This design comes from an exercise in tuning for small area, a short achievable clock period and few clock cycles on the open sky130 flow, not from production work.

== cedar ==
Design TPU, start of the top module:
module TPU
#(
    parameter ADDR_BITS = 12
)
(
    input  wire                  clk,
    input  wire                  rst_n,
    input  wire                  in_valid,
    input  wire [7:0]            K,
    input  wire [7:0]            M,
    input  wire [7:0]            N,
    output wire                  busy,
    output wire                  A_wr_en,
    output wire [ADDR_BITS-1:0]  A_index,
    output wire [31:0]           A_data_in,
    input  wire [31:0]           A_data_out,
    output wire                  B_wr_en,
    output wire [ADDR_BITS-1:0]  B_index,
    output wire [31:0]           B_data_in,
    input  wire [31:0]           B_data_out,
    output wire                  C_wr_en,
    output wire [ADDR_BITS-1:0]  C_index,
    output wire [127:0]          C_data_in,
    input  wire [127:0]          C_data_out
);
    assign A_wr_en   = 1'b0;
    assign B_wr_en   = 1'b0;
    assign A_data_in = 32'd0;
    assign B_data_in = 32'd0;
    reg        busy_q;
    reg        issuing;      
    reg [1:0]  gap;          
    reg [7:0]  k_reg, m_reg;
    reg [7:0]  kp1;          
    reg [7:0]  mrem;         
    reg [7:0]  nrem;         
    reg [ADDR_BITS-1:0] a_idx, b_idx, bbase, c_idx;
    reg [31:0] kc;           
    wire start = in_valid & ~busy_q;
    wire issue = busy_q & issuing;
    wire last_k = (kp1 == k_reg);
    wire last_a = (mrem <= 8'd4);
    wire last_b = (nrem <= 8'd4);
    wire fin    = last_k & last_a & last_b;
    wire [1:0] rows_m1 = last_a ? mrem[1:0] - 2'd1 : 2'd3;
    wire first_k = (kp1 == 8'd1);
    reg [ADDR_BITS-1:0] a_nx, b_nx;
    always @(*) begin
        a_nx = a_idx;
        b_nx = b_idx;
        if (start) begin
            a_nx = {ADDR_BITS{1'b0}};
            b_nx = {ADDR_BITS{1'b0}};
        end else if (issue) begin
            if (!last_k || (!fin && !last_a))
                a_nx = a_idx + 1'b1;
            else
                a_nx = {ADDR_BITS{1'b0}};
            if (!last_k || (!fin && last_a))
                b_nx = b_idx + 1'b1;
            else if (!fin)
                b_nx = bbase;
            else
                b_nx = {ADDR_BITS{1'b0}};
  ...
For scale: roughly 6,000 cells after synthesis, ~1,100 flip-flops, roughly 450 I/O pins, ~71,000 um^2 of cells after synthesis.
clock: 10.0 ns
lec_check: 0
abc_clock_period_in_ps: 2500
cap_margin: 20
core_margin: 2
core_utilization: 50
slew_margin: 20
synth_hierarchical: 1
standard.sh (not shown) runs the stock make flow with config.mk's settings and CLKGATE_MAP_FILE= SYNTH_SCRIPT=/design/flow/synth_recipe.tcl, a recipe that flattens the netlist after the stock synthesis.
==> flow/flow/run.sh <==
#!/bin/bash
# Layout: the standard ORFS flow, with timing repair asked to aim for a
# shorter period than the clock the design is constrained and signed off at,
# and the ports buffered with plain buffers.
set -euo pipefail
bash standard.sh \
    SETUP_SLACK_MARGIN=6.7 \
    "BUFFER_PORTS_ARGS=-buffer_cell sky130_fd_sc_hd__buf_4" \
    finish > standard_flow.log 2>&1
Per the final summary, cedar finished and its layout is clean on timing, DRC and antenna.
Edits applied to the flow inputs when going from cedar to birch:
# cedar
export LEC_CHECK = 0
export ABC_CLOCK_PERIOD_IN_PS = 2500
export CAP_MARGIN = 20
export CORE_MARGIN = 2
export CORE_UTILIZATION = 50
export SLEW_MARGIN = 20
export SYNTH_HIERARCHICAL = 1
create_clock -name core_clock -period 10.0 [get_ports {clk}]
# birch
export LEC_CHECK = 0
export CAP_MARGIN = 20
export CORE_MARGIN = 2
export CORE_UTILIZATION = 50
export CTS_CLUSTER_DIAMETER = 60
export CTS_CLUSTER_SIZE = 30
export SLEW_MARGIN = 20
export SYNTH_HIERARCHICAL = 1
create_clock -name core_clock -period 10.0 [get_ports {clk}]
Notes after the runs:
- Looking at final critical-path share of the clock period, birch sits above cedar.
- birch -> cedar: highest fanout seen on the critical path flat
- NOTE: met3 usage in birch falls short of that of cedar
- In the reports for cedar and birch, the smaller layout buffer count excluding clock buffers belongs to birch.
- From cedar to birch the numbers moved as follows: global-route usage decreased by 0.23 points relative to the old numbers.
- Post-placement cell area came out exactly the same in cedar and birch.
- A critical path capture point of g_lane[1].o_lo.q[22] is what birch shows, while g_lane[1].g_sign[2].o_s.q belongs to cedar.
No functional check of the RTL was part of any run of this note.

## re-timing with driven ports
The results above use ideal ports. As a check the final layouts listed here were re-extracted and re-timed, cells and wires unchanged. Step 1 (the two cells are an assumption about what drives the block):
set clk [get_ports {clk}]
set_driving_cell -lib_cell sky130_fd_sc_hd__clkbuf_16 $clk
set_driving_cell -lib_cell sky130_fd_sc_hd__buf_2 [delete_from_list [all_inputs] $clk]
Step 2, shift: input delay + t, output delay - t, t = (earliest + latest rising clock arrival at the registers) / 2. This alone moves slack from input paths to output paths. Three values: no drivers, after step 1, after step 2; two values: the first two.
| run | t (ns) | setup WS [ns] | slew at the worst register clock pin (ns) | cell pins on the clock port's net |
|---|---|---|---|---|
| cedar | 0.848 | 6.581 / 6.581 / 6.386 | 0.06 / 0.06 | 1 |
| birch | 0.828 | 6.521 / 6.521 / 6.395 | 0.09 / 0.09 | 1 |
After both steps every run listed still meets setup and hold. For cedar, which loses most, drivers alone change the setup slack by 0.000 ns; drivers and shift together by -0.195 ns.
